Source: an optimization exercise on an open RTL-to-GDS flow (aim: small area, a short achievable clock period and few clock cycles per item). Production flows keep margins and buffers that such runs may drop.
The RTL was checked by simulation tests, not by an equivalence proof against the original design.
Power figures rest on the tool's default switching activity, not on a simulated workload.

## flow/design.v (module list and top-level ports; edited modules follow where they fit)
// module accumulator_multiplier: 2354 lines
module accumulator_multiplier
(
    input logic clock, reset,
    input logic [31:0] multiplicand, multiplier,
    output logic [63:0] out,
    output logic done
);
  // ...
==> flow/flow/run.sh <==
#!/bin/bash
# Own layout flow: the standard flow (standard.sh) with two changes.
# 1. Yosys's generic "abc -fast" pre-mapping inside synth is skipped (synth -noabc).
#    It scrambles the full-adder structure of the multiplier tree, so extract_fa then
#    maps the adders with an inverter on nearly every pin. The final ABC mapping and
#    the register set are the standard synthesis's.
# 2. The port buffers are buf_1 cells instead of the slow clkdlybuf4s50_1 that
#    buffer_ports picks by default; every port still gets its buffer.
set -euo pipefail
cd "$(dirname "$0")/.."
sed '1s/-noshare/-noshare -noabc/' synth_recipe.tcl > flow_synth.tcl
sed 's#/synth_recipe\.tcl#/flow_synth.tcl#g' standard.sh > flow_standard.sh
grep -q flow_synth.tcl flow_standard.sh
EXTRA=(BUFFER_PORTS_ARGS="-buffer_cell sky130_fd_sc_hd__buf_1")
bash flow_standard.sh "${EXTRA[@]}" synth > flow_synth.log 2>&1
bash flow_standard.sh "${EXTRA[@]}" finish > flow_layout.log 2>&1
test -s out/final.def
==> flow/standard.sh <==
#!/bin/bash
# synth_recipe.tcl (not shown) runs the flow's synth.tcl, then flattens the netlist and writes it again
# the make line also repeats each setting of config.mk as NAME=value (left out here)
make -C /OpenROAD-flow-scripts/flow DESIGN_CONFIG=/design/flow/config.mk WORK_HOME=/design/flow/orfs CLKGATE_MAP_FILE= SYNTH_SCRIPT=/design/flow/synth_recipe.tcl "${@:-finish}"
==> flow/config.mk <==
export PLATFORM = sky130hd
export DESIGN_NAME = accumulator_multiplier
export DESIGN_NICKNAME = accumulator_multiplier
export VERILOG_FILES = /design/flow/design.v
export SDC_FILE = /design/flow/constraint.sdc
export NUM_CORES = 4
export LEC_CHECK = 0
export ABC_AREA = 1
export CAP_MARGIN = 20
export CORE_MARGIN = 2
export CORE_UTILIZATION = 40
export SETUP_SLACK_MARGIN = 0.8
export SLEW_MARGIN = 20
==> flow/constraint.sdc <==
create_clock -name core_clock -period 6.0 [get_ports {clock}]
set_input_delay 1.2000 -clock core_clock [delete_from_list [all_inputs] [get_ports {clock}]]
set_output_delay 1.2000 -clock core_clock [all_outputs]
set_load 0.01 [all_outputs]
==> impl_summary.log, run 1 <==
[metrics] Storage cell area: 2300 um^2
[metrics] DPL Wire Length: 62.6 mm
[metrics] sequential-to-total area share from yosys stat: 0.0918
[metrics] leading cell type in the layout, fill and taps excluded: sky130_fd_sc_hd__xor2_1
[metrics] H-tree lvl count: 4
[metrics] critical path, cell by cell: clkbuf_2 > inv_1 > o21ai_2 > buf_12 > o22ai_1 > xor2_1 > fa_1 > fa_1 > fa_1 > fa_1 > fa_1 > fa_1
[metrics] Layout Utilization: 0.438
[metrics] number of nets in the layout: 3,198
[metrics] simple logic cell fraction of the synthesized area: 0.0390
[metrics] final-layout clock buffer total: 18
[metrics] IR Drop Worst-Case VDD: 0.000406 V
[metrics] routed vias: 20,300
[metrics] relative slew slack: 0.431
[metrics] mean area per synthesized cell: 9.78 um^2
[metrics] wire length reported by the detailed router: 86.5 mm
[metrics] Slew Limit Fails: 0
[metrics] required time worst endpoint: 6370 ps
[metrics] final std cells w/o fill: 3,373
[metrics] most frequent cells in the layout: sky130_fd_sc_hd__xor2_1, sky130_fd_sc_hd__o22ai_1, sky130_fd_sc_hd__fa_1
[metrics] Hold Startpoint: multiplier[0]
[metrics] status: timing/DRC/antenna clean
[metrics] type of destination of the critical path: flop
[metrics] global-route wire length before repair: 132 mm
[metrics] ports placed on the boundary: 131
[metrics] crit path from: multiplier[11]
[metrics] fraction of final layout cells with drive strength greater than 1: 0.0895
[metrics] invs w/o clock: 170
[metrics] number of DRC markers in iteration 0: 2,602
[metrics] total global routing overflow: 0
[metrics] Avg Vias per Cell: 6.02
[metrics] effective utilization at floorplan: 0.406
[metrics] Worst Path Arrival: 5540 ps
[metrics] sinks on the clock net: 115
[metrics] unrepaired setup endpoints after global routing: yes
[metrics] grt met1 use: 0.338
[metrics] Bufs and invs on worst path: 3
[metrics] sequential share of cell area: 0.0850
[metrics] footprint of the multi-input gates: 20,800 um^2
[metrics] dominant combinational cell family by area after synthesis: adder cells
[metrics] cell row count: 91
[metrics] Top Consumer: combinational logic
[metrics] width of the die: 254 um
[metrics] share of the clock period used by the worst path after layout: 0.861
[metrics] Warnings, synthesis: 1
Testbench counts, summed over its fixed seeds: cycles 4,800, items 2,400.
==> inputs of run 2 (changes only) <==
--- a/flow/config.mk
+++ b/flow/config.mk
@@ -10,4 +10,4 @@
 export CORE_MARGIN = 2
 export CORE_UTILIZATION = 40
-export SETUP_SLACK_MARGIN = 0.8
+export SETUP_SLACK_MARGIN = 1.15
 export SLEW_MARGIN = 20
==> run 2 against run 1 <==
Net effect: area after synthesis unchanged; critical endpoint is now r_s1001$_DFF_P_; critical path type unchanged; highest routed layer unchanged; maximum frequency increased by 5.1%; critical path depth increased by 3; synthesized cell count unchanged; worst hold slack got worse by 28 ps; core utilization increased by 2.6 points; non-clock buffer count increased by 47; clock-buffer cell count increased by 1; sequential cell count unchanged; final cell count increased by 1.5%; clock power increased by 11%.
==> impl_summary.log, run 2 <==
[metrics] status: timing/DRC/antenna clean
[metrics] sequential-to-total area share from yosys stat: 0.0918 (unchanged)
[metrics] Storage cell area: 2300 um^2 (unchanged)
[metrics] switching share of total power: 0.490
[metrics] leakage power total: 12.0 nW
[metrics] relative area change from synthesis to final layout: 14.2%
[metrics] type of destination of the critical path: flop
[metrics] count of unresolved DRC violations after routing: 0
[metrics] category of the worst setup path launch point: input port
[metrics] leading cell type in the layout, fill and taps excluded: sky130_fd_sc_hd__xor2_1
[metrics] relative slew slack: 0.503 (+0.0714)
[metrics] transition time at the pin with the least slew margin: 746 ps
[metrics] first-pass detailed-route iteration total: 6
[metrics] kind of critical path: input port to flop
[metrics] post-synth cell types: 32
[metrics] # Max-Cap Violations: 0
[metrics] wire length reported by the detailed router: 90.4 mm (+4.6%)
[metrics] Avg Vias per Cell: 6.10 (+1.3%)
[metrics] post-synthesis instance area: 25,100 um^2
[metrics] CTS Root Buffer Type: sky130_fd_sc_hd__clkbuf_16
[metrics] Gate Count Post-Synth: 2,565
[metrics] post-synthesis sequential element count: 115
[metrics] Power Dens Cells: 567 nW/um^2
[metrics] total routing usage reported by global routing: 0.285
[metrics] count of input and output buffers: 130
[metrics] count of fill cells added during filler insertion: 5,736
[metrics] Final Instance Area: 28,700 um^2
[metrics] sinks on the clock net: 115 (unchanged)
[metrics] initial antenna violation count: 2
[metrics] crit path time final: 4920 ps
[metrics] vias in the first global route: 22,100
[metrics] global-route wire length before repair: 136 mm (+3.1%)
[metrics] number of DRC markers in iteration 0: 2,741 (+5.3%)
[metrics] setup tns final: 0 ps
[metrics] number of endpoints with negative hold slack in the final report: 0
[metrics] most used standard cell by instance count after synthesis: sky130_fd_sc_hd__xor2_1
[metrics] highest achievable clock rate: 203 MHz
[metrics] Slew Limit Fails: 0 (unchanged)
[metrics] relative contribution of combinational cells to total power: 0.822
[metrics] Post-synth EDFFs: 0
[metrics] fraction of final layout cells with drive strength greater than 1: 0.174 (+0.0846)
[metrics] CTS buffer count: 17
[metrics] share of total power in the clock network: 0.069
[metrics] unrepaired setup endpoints after global routing: yes
[metrics] ports placed on the boundary: 131 (unchanged)
[metrics] Net Count, Synth: 3,240
[metrics] required time worst endpoint: 6370 ps (about the same)
[metrics] path category of the worst min-delay check: input port to flop
[metrics] synth top area cells: sky130_fd_sc_hd__fa_1, sky130_fd_sc_hd__xor2_1, sky130_fd_sc_hd__o22ai_1, sky130_fd_sc_hd__dfxtp_1, sky130_fd_sc_hd__ha_1
[metrics] worst-case clock buffer depth: 2
[metrics] library cell occupying the most area in the post-synthesis netlist: sky130_fd_sc_hd__fa_1
[metrics] routed length per placed instance: 26.4 um
[metrics] width of the die: 254 um (unchanged)
[metrics] async set-or-reset flop fraction in the synthesized netlist: 0
[metrics] routability-driven placement congestion ratio: 0.952
[metrics] number of routed nets with antenna violations: 0
[metrics] cell row count: 91 (unchanged)
[metrics] mean area per synthesized cell: 9.78 um^2 (unchanged)
[metrics] DPL Wire Length: 65.0 mm (+3.8%)
[metrics] Sw Pwr: 7.96 mW
[metrics] Worst Path Arrival: 5290 ps (-250 ps)
[metrics] die area: 64,700 um^2
[metrics] core box area: 61,800 um^2
[metrics] TritonCTS clock tree: built
[metrics] leading cell types by count after synthesis: sky130_fd_sc_hd__xor2_1, sky130_fd_sc_hd__fa_1, sky130_fd_sc_hd__o22ai_1
[metrics] Final Power: 16.2 mW
[metrics] final count of negative-setup-slack endpoints: 0
[metrics] most frequent cells in the layout: sky130_fd_sc_hd__xor2_1, sky130_fd_sc_hd__o22ai_1, sky130_fd_sc_hd__fa_1
[metrics] number of nets in the layout: 3,246 (+1.5%)
[metrics] internal power: 8.29 mW
[metrics] effective utilization at floorplan: 0.406 (unchanged)
[metrics] total global routing overflow: 0 (unchanged)
[metrics] Yosys top cell area share: 0.397
[metrics] share of the clock period used by the worst path after layout: 0.820 (-0.0416)
[metrics] Warnings, synthesis: 1 (unchanged)
[metrics] Crit Path Max Fanout: 5
[metrics] maximum number of pins on one net before global-route repair: 63
[metrics] CTS clock-pin slew for the worst setup and hold paths: 50 ps
[metrics] Vert. Die Dim: 254 um
[metrics] routed vias: 20,900 (+2.8%)
[metrics] quantity of hold-fixing buffers added after cts: 0
[metrics] post-detailed-placement cell area: 26,800 um^2
[metrics] H-tree lvl count: 4 (unchanged)
[metrics] worst hold margin: 1050 ps
[metrics] Reg power frac: 0.109
[metrics] footprint of the multi-input gates: 21,400 um^2 (+2.9%)
[metrics] IR Drop Worst-Case VDD: 0.000443 V (+9.1%)
[metrics] dominant synthesized flop cell: sky130_fd_sc_hd__dfxtp_1
[run 2: cell counts after synthesis]
Identical to the previous run, type by type.
[run 2: final timing paths]
check             cells after the start  slack (ps)          endpoint          start
setup / recovery                     15        1080   r_s1001$_DFF_P_  multiplier[1]
hold / removal                        3        1050  r_pp_0_0$_DFF_P_  multiplier[0]
[run 2: cell families (layout without fill, tap and decap cells)]
kind of cell	after synthesis	count (layout)	share of synthesized area
other cells	0	2	0
xor+xnor	549	549	0.192
buf+inv	494	513	0.0858
simple gates	236	236	0.0390
compound gates	562	562	0.139
fa+ha+maj	609	609	0.452
flops	115	115	0.0918
[run 2: routing by layer]
metal	global-route usage	part of all wire	vias up
met2	0.442	0.46	1511
met1	0.364	0.38	10600
li1	-	-	8495
met4	0.157	0.055	0
met3	0.0722	0.11	327
met5	0	0	-
[run 2: area by class of cell]
| class | instances | share of cell area |
|---|---|---|
| diodes | 2 | 0.000175 |
| clock buffers | 19 | 0.0158 |
| clock inverters | 13 | 0.00633 |
| inverters | 170 | 0.0238 |
| multi-input cells | 1956 | 0.747 |
| flip-flops and latches | 115 | 0.0803 |
| well taps | 837 | 0.0365 |
| repair buffers | 310 | 0.0900 |
| repair inverters | 1 | 0.000262 |
[run 2: critical path, cell delays in order]
cell,delay (ps)
sky130_fd_sc_hd__buf_8,100
sky130_fd_sc_hd__buf_8,110
sky130_fd_sc_hd__nand2_4,60
sky130_fd_sc_hd__inv_2,40
sky130_fd_sc_hd__nor2_4,200
sky130_fd_sc_hd__clkinvlp_4,240
sky130_fd_sc_hd__buf_6,180
sky130_fd_sc_hd__o22ai_4,180
sky130_fd_sc_hd__xor2_2,200
sky130_fd_sc_hd__fa_2,480
sky130_fd_sc_hd__fa_2,410
sky130_fd_sc_hd__fa_2,420
sky130_fd_sc_hd__fa_2,490
sky130_fd_sc_hd__fa_1,570
sky130_fd_sc_hd__fa_1,400
[run 2: what timing repair did]
item | CTS | global route
setup endpoints to repair | 68 | 58
resized for setup | 42 | 118
hold endpoints to repair | 0 | 0
gates cloned | 2 | 2
setup buffers | 20 | 31
pin swaps | 9 | 61
[run 2: power by group through the flow]
stage               clock, mW  sequential (mW)  combinational [mW]
finish                   1.13             1.77                13.4
CTS                      1.17             1.78                13.6
floorplan                   0             1.73                10.3
global route             1.19             1.82                15.7
detailed placement          0             1.79                13.4
global placement            0             1.78                13.0
[run 2: stage by stage]
stage,util,setup slack [ps],std cells
floorplan,-,1060,2565
global placement,0.433,298,3334
detailed placement,0.433,261,3334
CTS,0.450,1130,3388
global route,0.464,1000,3423
finish,0.464,1080,3423
==> inputs of run 3 (changes only) <==
--- a/flow/config.mk
+++ b/flow/config.mk
@@ -10,4 +10,4 @@
 export CORE_MARGIN = 2
 export CORE_UTILIZATION = 40
-export SETUP_SLACK_MARGIN = 1.15
+export SETUP_SLACK_MARGIN = 1.0
 export SLEW_MARGIN = 20
==> run 3 against run 2 <==
Net effect: non-clock buffer count shrank 44; area after synthesis is the same; synthesized cell count did not move; sequential power hardly changed; global-route usage down 0.52 points; critical path depth decreased by 3; via count is 1.4% lower; combinational power shrank 4%; core utilization decreased by 2.4 points; critical endpoint is now r_s1015$_DFF_P_.
==> impl_summary.log, run 3 <==
[metrics] status: timing/DRC/antenna clean
[metrics] number of endpoints with negative hold slack in the final report: 0 (unchanged)
[metrics] core box area: 61,800 um^2 (unchanged)
[metrics] vias in the first global route: 22,200 (+0.40%)
[metrics] Min-Delay Path Depth: 3 (unchanged)
[metrics] count of unresolved DRC violations after routing: 0 (unchanged)
[metrics] Reg power frac: 0.113 (+0.004)
[metrics] Warnings, synthesis: 1 (unchanged)
[metrics] initial antenna violation count: 5 (+3)
[metrics] quantity of hold-fixing buffers added after cts: 0 (unchanged)
[metrics] Yosys top cell area share: 0.397 (unchanged)
[metrics] highest achievable clock rate: 200 MHz (-1.6%)
[metrics] switching share of total power: 0.496 (+0.00537)
[metrics] post-synthesis sequential element count: 115 (unchanged)
[metrics] TritonCTS clock tree: built
[metrics] CTS buffer count: 17 (unchanged)
[metrics] cell row count: 91 (unchanged)
[metrics] number of nets in the layout: 3,201 (-1.4%)
[metrics] critical path, cell by cell: clkbuf_2 > inv_1 > o21ai_2 > buf_4 > o22ai_1 > xor2_1 > fa_1 > fa_1 > fa_1 > fa_1 > fa_1 > fa_1
[metrics] kind of critical path: input port to flop
[metrics] final count of negative-setup-slack endpoints: 0 (unchanged)
[metrics] relative contribution of combinational cells to total power: 0.820 (-0.002)
[metrics] die area: 64,700 um^2 (unchanged)
[metrics] cell occurring most often along the worst timing path: sky130_fd_sc_hd__fa_1
[metrics] count of input and output buffers: 130 (unchanged)
[metrics] type of destination of the critical path: flop
[metrics] most frequent cells in the layout: sky130_fd_sc_hd__xor2_1, sky130_fd_sc_hd__o22ai_1, sky130_fd_sc_hd__fa_1
[metrics] Hold Startpoint: multiplier[0]
[metrics] required time worst endpoint: 6370 ps (about the same)
[metrics] total global routing overflow: 0 (unchanged)
[metrics] global-route wire length before repair: 135 mm (-1.1%)
[metrics] path category of the worst min-delay check: input port to flop
[metrics] number of DRC markers in iteration 0: 2,576 (-6.0%)
[metrics] effective utilization at floorplan: 0.406 (unchanged)
[metrics] sequential-to-total area share from yosys stat: 0.0918 (unchanged)
[metrics] number of routed nets with antenna violations: 0 (unchanged)
[metrics] Net Count, Synth: 3,240 (unchanged)
[metrics] category of the worst setup path launch point: input port
[metrics] share of total power in the clock network: 0.067 (-0.002)
[metrics] leakage power total: 11.5 nW (-3.7%)
[metrics] post-synthesis instance area: 25,100 um^2 (unchanged)
[metrics] Vert. Die Dim: 254 um (unchanged)
[metrics] worst hold margin: 1070 ps (+21.0 ps)
[metrics] leading cell types by count after synthesis: sky130_fd_sc_hd__xor2_1, sky130_fd_sc_hd__fa_1, sky130_fd_sc_hd__o22ai_1
[metrics] relative area change from synthesis to final layout: 8.30%
[metrics] Crit Path Max Fanout: 13 (+8)
[metrics] post-synth cell types: 32 (unchanged)
[metrics] mean area per synthesized cell: 9.78 um^2 (unchanged)
[metrics] ports placed on the boundary: 131 (unchanged)
[metrics] Hold Path Sink: r_pp_0_0$_DFF_P_
[metrics] fraction of final layout cells with drive strength greater than 1: 0.0981 (-0.0761)
[metrics] width of the die: 254 um (unchanged)
[metrics] wire length reported by the detailed router: 87.8 mm (-2.9%)
[metrics] crit path time final: 5000 ps (+80.3 ps)
[metrics] total routing usage reported by global routing: 0.279 (-0.00523)
[metrics] async set-or-reset flop fraction in the synthesized netlist: 0 (unchanged)
[metrics] maximum number of pins on one net before global-route repair: 46 (-27%)
[metrics] Post-synth EDFFs: 0 (unchanged)
[metrics] CTS Root Buffer Type: sky130_fd_sc_hd__clkbuf_16
[metrics] worst-case clock buffer depth: 2 (unchanged)
[metrics] Slew Limit Fails: 0 (unchanged)
[metrics] sinks on the clock net: 115 (unchanged)
[metrics] routed length per placed instance: 26.0 um (-1.6%)
[metrics] Gate Count Post-Synth: 2,565 (unchanged)
[metrics] transition time at the pin with the least slew margin: 747 ps (+1.38 ps)
[metrics] CTS clock-pin slew for the worst setup and hold paths: 60 ps (about the same)
[metrics] leading cell type in the layout, fill and taps excluded: sky130_fd_sc_hd__xor2_1
[metrics] Slowest Stage Delay on Critical Path: 580 ps (about the same)
[metrics] Worst Path Arrival: 5360 ps (+70 ps)
[metrics] routability-driven placement congestion ratio: 0.955 (+0.27%)
[metrics] synth top area cells: sky130_fd_sc_hd__fa_1, sky130_fd_sc_hd__xor2_1, sky130_fd_sc_hd__o22ai_1, sky130_fd_sc_hd__dfxtp_1, sky130_fd_sc_hd__ha_1
[metrics] most used standard cell by instance count after synthesis: sky130_fd_sc_hd__xor2_1
[metrics] H-tree lvl count: 4 (unchanged)
[metrics] internal power: 7.87 mW (-5.0%)
[metrics] Avg Vias per Cell: 6.10 (-0.15%)
[metrics] unrepaired setup endpoints after global routing: yes
[metrics] pre-CTS WS: 400 ps (+138 ps)
[metrics] worst-case setup margin in the final layout: 1000 ps (-80.3 ps)
[metrics] first-pass detailed-route iteration total: 9 (+3)
[metrics] DPL Wire Length: 64.8 mm (-0.31%)
[metrics] IR Drop Worst-Case VDD: 0.000418 V (-5.6%)
[metrics] share of the clock period used by the worst path after layout: 0.833 (+0.0134)
[metrics] cell with the largest stage delay on the worst path: sky130_fd_sc_hd__fa_1
[metrics] Sw Pwr: 7.73 mW (-2.9%)
[metrics] library cell occupying the most area in the post-synthesis netlist: sky130_fd_sc_hd__fa_1
[metrics] relative slew slack: 0.500 (-0.00261)
[metrics] setup tns final: 0 ps (unchanged)
[metrics] # Max-Cap Violations: 0 (unchanged)
[metrics] dominant synthesized flop cell: sky130_fd_sc_hd__dfxtp_1
[metrics] Power Dens Cells: 574 nW/um^2 (+1.3%)
[metrics] routed vias: 20,600 (-1.4%)
run 3: cell count changes in the layout (fill, tap and decap cells not counted), moves of 10 or more:
| cell | previous run | this run |
|---|---|---|
| sky130_fd_sc_hd__fa_1 | 419 | 491 |
| sky130_fd_sc_hd__fa_2 | 78 | 6 |
| sky130_fd_sc_hd__o22ai_1 | 453 | 493 |
| sky130_fd_sc_hd__o22ai_2 | 42 | 3 |
| sky130_fd_sc_hd__buf_12 | 47 | 13 |
| sky130_fd_sc_hd__inv_1 | 144 | 166 |
| sky130_fd_sc_hd__inv_2 | 14 | 4 |
run 3: per-layer routing:
metal | track usage | routed length, um | vias up
met5 | 0 | 120 | -
met4 | 0.163 | 5040 | 4
met3 | 0.0852 | 10200 | 345
met2 | 0.420 | 39100 | 1508
met1 | 0.355 | 33400 | 10300
li1 | - | - | 8403
run 3: logic make-up (layout without fill, tap and decap cells):
group	count (synthesis)	after routing	share of synthesized area
DFF	115	115	0.0918
and+or+nand+nor	236	236	0.0390
other	0	4	0
adders and majority gates	609	609	0.452
xor gates and xnor gates	549	549	0.192
buffers and inverters	494	468	0.0858
AOI/OAI and AO/OA	562	562	0.139
run 3: layout make-up:
| class | instances | area (um^2) |
|---|---|---|
| antenna | 4 | 10.0 |
| timing repair buffer | 266 | 1750 |
| sequential | 115 | 2300 |
| inverter | 170 | 638 |
| clock buffer | 21 | 470 |
| multi-input combinational | 1956 | 20800 |
| tap | 837 | 1050 |
| fill | 5893 | 34700 |
| clock inverter | 11 | 126 |
run 3: power by group through the flow:
stage / sequential (mW) / clock, mW / combinational, mW
floorplan: 1.73 / 0 / 10.1
global placement: 1.78 / 0 / 12.7
detailed placement: 1.79 / 0 / 13.0
CTS: 1.78 / 1.08 / 13.2
global route: 1.81 / 1.10 / 15.1
finish: 1.77 / 1.04 / 12.8
run 3: stage by stage:
stage	area, um^2	utilization	std cells	total power [mW]
final	27200	0.439	3380	15.6
after global routing	27200	0.439	3380	18.0
after CTS	27000	0.436	3374	16.0
after detailed placement	26400	0.427	3342	14.8
after global placement	26400	0.427	3342	14.5
after floorplan	25200	-	2565	11.8
run 3: worst max path at each step:
stage | startpoint | end | slack [ps] | depth (start not counted)
final | multiplier[15] | r_s1015$_DFF_P_ | 1000 | 12
after global routing | multiplier[23] | r_s1021$_DFF_P_ | 960 | 15
after CTS | multiplier[5] | r_s1015$_DFF_P_ | 1010 | 12
after detailed placement | multiplier[9] | r_s1007$_DFF_P_ | 400 | 12
after global placement | multiplier[9] | r_s1031$_DFF_P_ | 450 | 16
after floorplan | multiplier[21] | r_s1001$_DFF_P_ | 990 | 12
run 3: worst max-delay path: cells and delay by family:
| kind | cells | cell delay (ps) |
|---|---|---|
| XOR/XNOR | 1 | 190 |
| buffers and inverters | 3 | 710 |
| adder cells (fa/ha/maj) | 6 | 2890 |
| AO/OA/AOI/OAI | 2 | 350 |
run 3: repair_timing:
action | CTS | global route
buffers inserted | 0 | 2
pin swaps | 0 | 10
endpoints found under the setup margin | 5 | 46
resized for setup | 2 | 42
==> inputs of run 4 (changes only) <==
--- a/flow/flow/run.sh
+++ b/flow/flow/run.sh
@@ -12,5 +12,5 @@
 sed 's#/synth_recipe\.tcl#/flow_synth.tcl#g' standard.sh > flow_standard.sh
 grep -q flow_synth.tcl flow_standard.sh
-EXTRA=(BUFFER_PORTS_ARGS="-buffer_cell sky130_fd_sc_hd__buf_1")
+EXTRA=(BUFFER_PORTS_ARGS="-buffer_cell sky130_fd_sc_hd__buf_1" RECOVER_POWER=100)
 bash flow_standard.sh "${EXTRA[@]}" synth > flow_synth.log 2>&1
 bash flow_standard.sh "${EXTRA[@]}" finish > flow_layout.log 2>&1
==> run 4 against run 3 <==
Net effect: wire length is 0.12% higher; synthesized cell count did not move; first-iteration DRC count rose by 2.4%; combinational power is essentially flat; maximum frequency fell by 8.4%; clock-buffer cell count did not move; cell area is 0.29% lower; via count is 0.12% higher; critical endpoint unchanged; largest power group unchanged.
==> impl_summary.log, run 4 <==
[metrics] status: timing/DRC/antenna clean
[metrics] leading cell type in the layout, fill and taps excluded: sky130_fd_sc_hd__xor2_1
[metrics] quantity of hold-fixing buffers added after cts: 0 (unchanged)
[metrics] most used standard cell by instance count after synthesis: sky130_fd_sc_hd__xor2_1
[metrics] unrepaired setup endpoints after global routing: yes
[metrics] mean area per synthesized cell: 9.78 um^2 (unchanged)
[metrics] post-synthesis instance area: 25,100 um^2 (unchanged)
[metrics] H-tree lvl count: 4 (unchanged)
[metrics] Vert. Die Dim: 254 um (unchanged)
[metrics] Gate Count Post-Synth: 2,565 (unchanged)
[metrics] number of routed nets with antenna violations: 0 (unchanged)
[metrics] fraction of final layout cells with drive strength greater than 1: 0.0906 (-0.00748)
[metrics] transition time at the pin with the least slew margin: 1170 ps (+422 ps)
[metrics] total routing usage reported by global routing: 0.279 (unchanged)
[metrics] width of the die: 254 um (unchanged)
[metrics] kind of critical path: input port to flop
[metrics] category of the worst setup path launch point: input port
[metrics] worst-case clock buffer depth: 2 (unchanged)
[metrics] # Max-Cap Violations: 0 (unchanged)
[metrics] synth top area cells: sky130_fd_sc_hd__fa_1, sky130_fd_sc_hd__xor2_1, sky130_fd_sc_hd__o22ai_1, sky130_fd_sc_hd__dfxtp_1, sky130_fd_sc_hd__ha_1
[metrics] cell row count: 91 (unchanged)
[metrics] dominant synthesized flop cell: sky130_fd_sc_hd__dfxtp_1
[metrics] setup tns final: 0 ps (unchanged)
[metrics] library cell occupying the most area in the post-synthesis netlist: sky130_fd_sc_hd__fa_1
[metrics] CTS buffer count: 17 (unchanged)
[metrics] Warnings, synthesis: 1 (unchanged)
[metrics] routed length per placed instance: 26.0 um (+0.12%)
[metrics] sequential-to-total area share from yosys stat: 0.0918 (unchanged)
[metrics] final count of negative-setup-slack endpoints: 0 (unchanged)
[metrics] crit path time final: 5450 ps (+456 ps)
[metrics] relative slew slack: 0.220 (-0.280)
[metrics] count of unresolved DRC violations after routing: 0 (unchanged)
[metrics] maximum number of pins on one net before global-route repair: 46 (unchanged)
[metrics] leakage power total: 11.5 nW (-0.32%)
[metrics] vias in the first global route: 22,200 (unchanged)
[metrics] async set-or-reset flop fraction in the synthesized netlist: 0 (unchanged)
[metrics] CTS clock-pin slew for the worst setup and hold paths: 60 ps (about the same)
[metrics] number of nets in the layout: 3,201 (unchanged)
[metrics] Worst Path Arrival: 5820 ps (+460 ps)
[metrics] IR Drop Worst-Case VDD: 0.000418 V (about the same)
[metrics] effective utilization at floorplan: 0.406 (unchanged)
[metrics] core box area: 61,800 um^2 (unchanged)
[metrics] routed vias: 20,600 (+0.12%)
[metrics] TritonCTS clock tree: built
[metrics] share of the clock period used by the worst path after layout: 0.909 (+0.0760)
[metrics] required time worst endpoint: 6370 ps (about the same)
[metrics] Power Dens Cells: 575 nW/um^2 (about the same)
[metrics] first-pass detailed-route iteration total: 6 (-3)
[metrics] number of DRC markers in iteration 0: 2,637 (+2.4%)
[metrics] most frequent cells in the layout: sky130_fd_sc_hd__xor2_1, sky130_fd_sc_hd__fa_1, sky130_fd_sc_hd__o22ai_1
[metrics] type of destination of the critical path: flop
[metrics] Min-Delay Path Depth: 3 (unchanged)
[metrics] count of input and output buffers: 130 (unchanged)
[metrics] routability-driven placement congestion ratio: 0.955 (unchanged)
[metrics] CTS Root Buffer Type: sky130_fd_sc_hd__clkbuf_16
[metrics] total global routing overflow: 0 (unchanged)
[metrics] path category of the worst min-delay check: input port to flop
[metrics] post-synthesis sequential element count: 115 (unchanged)
[metrics] global-route wire length before repair: 135 mm (unchanged)
[metrics] sinks on the clock net: 115 (unchanged)
[metrics] Yosys top cell area share: 0.397 (unchanged)
[metrics] post-synth cell types: 32 (unchanged)
[metrics] initial antenna violation count: 5 (unchanged)
[metrics] number of endpoints with negative hold slack in the final report: 0 (unchanged)
[metrics] Avg Vias per Cell: 6.10 (+0.12%)
[metrics] Slew Limit Fails: 0 (unchanged)
[metrics] Net Count, Synth: 3,240 (unchanged)
[metrics] die area: 64,700 um^2 (unchanged)
[metrics] DPL Wire Length: 64.8 mm (unchanged)
[metrics] leading cell types by count after synthesis: sky130_fd_sc_hd__xor2_1, sky130_fd_sc_hd__fa_1, sky130_fd_sc_hd__o22ai_1
[metrics] highest achievable clock rate: 183 MHz (-8.4%)
[metrics] Post-synth EDFFs: 0 (unchanged)
[metrics] worst hold margin: 1070 ps (+8.78 ps)
[metrics] Crit Path Max Fanout: 13 (unchanged)
[metrics] ports placed on the boundary: 131 (unchanged)
[metrics] wire length reported by the detailed router: 87.9 mm (+0.12%)
[metrics] relative area change from synthesis to final layout: 7.98%
[run 4: cell counts after synthesis]
No cell type changed its count.
[run 4: final timing paths]
| check | startpoint | end | slack, ps |
|---|---|---|---|
| worst max-delay path | multiplier[15] | r_s1015$_DFF_P_ | 550 |
| worst min-delay path | multiplier[0] | r_pp_0_0$_DFF_P_ | 1070 |
[run 4: per-stage QoR]
step	utilization	worst slack (ps)	instances	power, mW	cell area, um^2
after floorplan	-	993	2565	11.8	25200
after global placement	0.427	452	3342	14.5	26400
after detailed placement	0.427	400	3342	14.8	26400
after CTS	0.436	1010	3374	16.0	27000
after global routing	0.438	486	3380	17.9	27100
final	0.438	546	3380	15.6	27100
[run 4: logic make-up (layout without fill, tap and decap cells)]
family,Yosys count,count (layout),synth area share
adder cells (fa/ha/maj),609,609,0.452
AO/OA/AOI/OAI,562,562,0.139
XOR/XNOR,549,549,0.192
buffers and inverters,494,468,0.0858
AND/OR/NAND/NOR,236,236,0.0390
flip-flops,115,115,0.0918
other,0,4,0
[run 4: cell type report]
type	instances	area [um^2]
Tap cell	837	1050
Antenna cell	4	10.0
Multi-Input combinational cell	1956	20800
Clock inverter	11	126
Fill cell	5912	34700
Timing Repair Buffer	266	1710
Sequential cell	115	2300
Clock buffer	21	470
Inverter	170	638
[run 4: report_power, final]
| part | total [mW] | switching (mW) | internal [mW] |
|---|---|---|---|
| registers | 1.77 | 0.219 | 1.55 |
| clock network | 1.04 | 0.402 | 0.639 |
| logic | 12.8 | 7.10 | 5.66 |
[run 4: metal layers]
metal,vias to the layer above,global-route usage,wire (um)
li1,8401,-,-
met1,10300,0.355,33200
met2,1563,0.420,38900
met3,362,0.0852,10600
met4,4,0.163,5130
met5,-,0,120
[run 4: timing repair]
| action | in CTS | in global routing |
|---|---|---|
| setup buffers | 0 | 2 |
| resized for setup | 2 | 42 |
| pin swaps | 0 | 10 |
| endpoints found under the setup margin | 5 | 46 |
[run 4: critical path, cell delays in order]
cell and delay (ps):
sky130_fd_sc_hd__clkbuf_2 230, sky130_fd_sc_hd__inv_1 190, sky130_fd_sc_hd__o21ai_2 240, sky130_fd_sc_hd__clkbuf_1 660, sky130_fd_sc_hd__o22ai_1 170, sky130_fd_sc_hd__xor2_1 210
sky130_fd_sc_hd__fa_1 590, sky130_fd_sc_hd__fa_1 490, sky130_fd_sc_hd__fa_1 420, sky130_fd_sc_hd__fa_1 470, sky130_fd_sc_hd__fa_1 540, sky130_fd_sc_hd__fa_1 400
==> inputs of run 5 (changes only) <==
--- a/flow/flow/run.sh
+++ b/flow/flow/run.sh
@@ -12,5 +12,5 @@
 sed 's#/synth_recipe\.tcl#/flow_synth.tcl#g' standard.sh > flow_standard.sh
 grep -q flow_synth.tcl flow_standard.sh
-EXTRA=(BUFFER_PORTS_ARGS="-buffer_cell sky130_fd_sc_hd__buf_1" RECOVER_POWER=100)
+EXTRA=(BUFFER_PORTS_ARGS="-buffer_cell sky130_fd_sc_hd__buf_1")
 bash flow_standard.sh "${EXTRA[@]}" synth > flow_synth.log 2>&1
 bash flow_standard.sh "${EXTRA[@]}" finish > flow_layout.log 2>&1
--- a/flow/config.mk
+++ b/flow/config.mk
@@ -9,5 +9,6 @@
 export CAP_MARGIN = 20
 export CORE_MARGIN = 2
-export CORE_UTILIZATION = 40
+export CORE_UTILIZATION = 55
+export CTS_BUF_LIST = sky130_fd_sc_hd__clkbuf_4 sky130_fd_sc_hd__clkbuf_8
 export SETUP_SLACK_MARGIN = 1.0
 export SLEW_MARGIN = 20
==> run 5 against run 4 <==
Net effect: still clean on timing, DRC and antenna; global-route usage is 10 points higher; die area is 27% lower; non-clock buffer count is 14 higher; area after synthesis stayed put; synthesized cell count stayed put; largest power group unchanged.
==> impl_summary.log, run 5 <==
[metrics] highest achievable clock rate: 202 MHz (+9.9%)
[metrics] Hold Startpoint: multiplier[0]
[metrics] wire length reported by the detailed router: 87.8 mm (-0.10%)
[metrics] Post-synth EDFFs: 0 (unchanged)
[metrics] XOR/XNOR Fraction of Synth Area: 0.192 (unchanged)
[metrics] routability-driven placement congestion ratio: 0.989 (+3.6%)
[metrics] setup tns final: 0 ps (unchanged)
[metrics] quantity of hold-fixing buffers added after cts: 0 (unchanged)
[metrics] pre-CTS WS: 227 ps (-173 ps)
[metrics] final count of negative-setup-slack endpoints: 0 (unchanged)
[metrics] maximum number of pins on one net before global-route repair: 50 (+8.7%)
[metrics] simple logic cell fraction of the synthesized area: 0.0390 (unchanged)
[metrics] DPL Wire Length: 64.2 mm (-0.85%)
[metrics] first-pass detailed-route iteration total: 6 (unchanged)
[metrics] worst hold margin: 976 ps (-99.0 ps)
[metrics] Final Instance Area: 26,900 um^2 (-0.54%)
[metrics] Power Dens Cells: 586 nW/um^2 (+2.0%)
[metrics] fraction of final layout cells with drive strength greater than 1: 0.101 (+0.0101)
[metrics] Avg Vias per Cell: 6.54 (+7.2%)
[metrics] Warnings, synthesis: 1 (unchanged)
[metrics] unrepaired setup endpoints after global routing: yes
[metrics] mean area per synthesized cell: 9.78 um^2 (unchanged)
[metrics] core box area: 45,200 um^2 (-27%)
[metrics] category of the worst setup path launch point: input port
[metrics] effective utilization at floorplan: 0.555 (+0.149)
[metrics] die area: 47,300 um^2 (-27%)
[metrics] total routing usage reported by global routing: 0.383 (+0.103)
[metrics] dominant combinational cell family by area after synthesis: adder cells
[metrics] library cell occupying the most area in the post-synthesis netlist: sky130_fd_sc_hd__fa_1
[metrics] type of destination of the critical path: flop
[metrics] Worst Path Arrival: 5420 ps (-400 ps)
[metrics] initial antenna violation count: 4 (-1)
[metrics] routed vias: 20,600 (+0.092%)
[metrics] ports placed on the boundary: 131 (unchanged)
[metrics] worst-case clock buffer depth: 2 (unchanged)
[metrics] leakage power total: 11.6 nW (+0.62%)
[metrics] sinks on the clock net: 115 (unchanged)
[metrics] multiplexer share of the synthesized area: 0 (unchanged)
[metrics] Adder-Cell Fraction of Synth Area: 0.452 (unchanged)
[metrics] IR Drop Worst-Case VDD: 0.000543 V (+30%)
[metrics] cell row count: 78 (-14%)
[metrics] Gate Count Post-Synth: 2,565 (unchanged)
[metrics] Slew Limit Fails: 0 (unchanged)
[metrics] crit path time final: 4960 ps (-493 ps)
[metrics] routed length per placed instance: 27.8 um (+7.0%)
[metrics] crit path from: multiplier[27]
[metrics] share of the clock period used by the worst path after layout: 0.827 (-0.0822)
[metrics] number of endpoints with negative hold slack in the final report: 0 (unchanged)
[metrics] leading cell type in the layout, fill and taps excluded: sky130_fd_sc_hd__xor2_1
[metrics] number of DRC markers in iteration 0: 2,468 (-6.4%)
[metrics] CTS buffer count: 17 (unchanged)
[metrics] share of the synthesized area in compound gates (AO/OA/AOI/OAI): 0.139 (unchanged)
[metrics] most frequent cells in the layout: sky130_fd_sc_hd__xor2_1, sky130_fd_sc_hd__o22ai_1, sky130_fd_sc_hd__fa_1
[metrics] post-synthesis instance area: 25,100 um^2 (unchanged)
[metrics] dominant synthesized flop cell: sky130_fd_sc_hd__dfxtp_1
[metrics] final std cells w/o fill: 3,155 (-6.7%)
[metrics] width of the die: 218 um (-14%)
[metrics] count of unresolved DRC violations after routing: 0 (unchanged)
[metrics] # Max-Cap Violations: 0 (unchanged)
[metrics] total instance count after detailed placement: 3,106 (-7.1%)
[metrics] Crit Path Max Fanout: 23 (+10)
[metrics] post-synthesis sequential element count: 115 (unchanged)
[metrics] required time worst endpoint: 6460 ps (+90 ps)
[metrics] total global routing overflow: 0 (unchanged)
[metrics] number of nets in the layout: 3,216 (+0.47%)
[metrics] CTS clock-pin slew for the worst setup and hold paths: 80 ps (+20 ps)
[metrics] path category of the worst min-delay check: input port to flop
[metrics] global-route wire length before repair: 134 mm (-0.80%)
[metrics] number of routed nets with antenna violations: 0 (unchanged)
[metrics] vias in the first global route: 22,100 (-0.52%)
[metrics] most used standard cell by instance count after synthesis: sky130_fd_sc_hd__xor2_1
[metrics] Vert. Die Dim: 218 um (-14%)
[metrics] leading cell types by count after synthesis: sky130_fd_sc_hd__xor2_1, sky130_fd_sc_hd__fa_1, sky130_fd_sc_hd__o22ai_1
[metrics] synth top area cells: sky130_fd_sc_hd__fa_1, sky130_fd_sc_hd__xor2_1, sky130_fd_sc_hd__o22ai_1, sky130_fd_sc_hd__dfxtp_1, sky130_fd_sc_hd__ha_1
[metrics] Yosys top cell area share: 0.397 (unchanged)
[metrics] post-detailed-placement cell area: 26,100 um^2 (-0.92%)
[metrics] count of input and output buffers: 130 (unchanged)
[metrics] relative slew slack: 0.515 (+0.295)
[metrics] CTS Root Buffer Type: sky130_fd_sc_hd__clkbuf_8
[metrics] relative area change from synthesis to final layout: 7.40%
[metrics] sequential-to-total area share from yosys stat: 0.0918 (unchanged)
[metrics] status: timing/DRC/antenna clean
[metrics] transition time at the pin with the least slew margin: 727 ps (-442 ps)
[metrics] kind of critical path: input port to flop
[metrics] post-synth cell types: 32 (unchanged)
[metrics] Net Count, Synth: 3,240 (unchanged)
[metrics] H-tree lvl count: 4 (unchanged)
[metrics] TritonCTS clock tree: built
[metrics] worst-case setup margin in the final layout: 1040 ps (+493 ps)
[metrics] async set-or-reset flop fraction in the synthesized netlist: 0 (unchanged)
## run 5: cell count changes in the layout (fill, tap and decap cells not counted), sizes merged
cell    change
o21ai       +1
bufinv      +4
inv         -3
diode       -2
clkbuf     -10
buf        +22
## run 5: worst max-delay path, cell delays in order
cell	delay [ps]
sky130_fd_sc_hd__clkbuf_2	280
sky130_fd_sc_hd__nor2_1	130
sky130_fd_sc_hd__o21ai_4	450
sky130_fd_sc_hd__buf_12	240
sky130_fd_sc_hd__o22ai_1	110
sky130_fd_sc_hd__xor2_1	200
sky130_fd_sc_hd__fa_1	450
sky130_fd_sc_hd__fa_1	440
sky130_fd_sc_hd__fa_1	450
sky130_fd_sc_hd__fa_1	470
sky130_fd_sc_hd__fa_1	550
sky130_fd_sc_hd__fa_1	420
## run 5: layout make-up
cell class              count  area [um^2]
multi-input cells        1957        20800
inverters                 170          649
fillers                  3920        18200
clock buffers              19          262
repair buffers            280         1910
well taps                 600          751
clock inverters            12          228
flip-flops and latches    115         2300
diodes                      2         5.00
## run 5: path summary, 6_finish.rpt
check	endpoint	slack, ps	depth (start not counted)
worst min-delay path	r_pp_0_0$_DFF_P_	980	3
worst max-delay path	r_s1025$_DFF_P_	1040	12
## run 5: routing by layer
metal | track usage | vias up | wire length, um
met1 | 0.513 | 10300 | 33700
li1 | - | 8437 | -
met2 | 0.553 | 1583 | 37800
met5 | 0 | - | 41
met3 | 0.115 | 336 | 11100
met4 | 0.215 | 6 | 5190
## run 5: power by group
group / internal [mW] / total [mW] / switching (mW)
Sequential: 1.55 / 1.77 / 0.225
Combinational: 5.82 / 13.1 / 7.26
Clock: 0.556 / 0.942 / 0.385
## run 5: kinds of logic (layout without fill, tap and decap cells)
family,Yosys count,count (layout)
other,0,2
DFF,115,115
AOI/OAI and AO/OA,562,563
buffers and inverters,494,481
and+or+nand+nor,236,236
xor gates and xnor gates,549,549
adders and majority gates,609,609
## run 5: through the flow
stage | utilization | power (mW)
finish | 0.596 | 15.8
global route | 0.596 | 17.9
CTS | 0.590 | 16.0
detailed placement | 0.578 | 15.0
global placement | 0.578 | 14.5
floorplan | - | 11.8
## run 5: what timing repair did
item | in CTS | in global routing
buffers inserted | 2 | 13
setup endpoints to repair | 23 | 46
gates cloned | 0 | 1
pin swaps | 0 | 7
resized for setup | 4 | 34

[re-timing with driven ports]
No port has a modelled driver above. Below, the same layouts with a new extraction and two added sets of constraints. Step 1 sets driving cells, clkbuf_16 on the clock port and buf_2 on the other inputs (assumed; they add their load-dependent delay and slew). Step 2 also shifts input and output timing later by t, the mid clock arrival at the registers, as if the neighbouring blocks saw the same clock. Three values: ideal ports, drivers, drivers and shift; two values: the first two.
run	shift t [ns]	setup WS [ns]	hold slack, ns	latest minus earliest clock arrival (ns)	pins driven straight from the clock port
run 1	0.562	0.833 / 0.840 / 0.278	1.073 / 1.035 / 1.597	0.028 / 0.028	1
run 2	0.563	1.083 / 1.112 / 0.549	1.045 / 1.008 / 1.571	0.011 / 0.012	1
run 3	0.556	1.002 / 1.044 / 0.487	1.066 / 1.021 / 1.577	0.028 / 0.027	1
run 4	0.557	0.546 / 0.587 / 0.029	1.075 / 1.030 / 1.588	0.028 / 0.029	1
run 5	0.633	1.039 / 1.028 / 0.395	0.976 / 0.938 / 1.571	0.022 / 0.022	1
After both steps setup and hold are still met in every run listed. For run 5, which loses most, drivers alone change the setup slack by -0.011 ns; drivers and shift together by -0.644 ns.
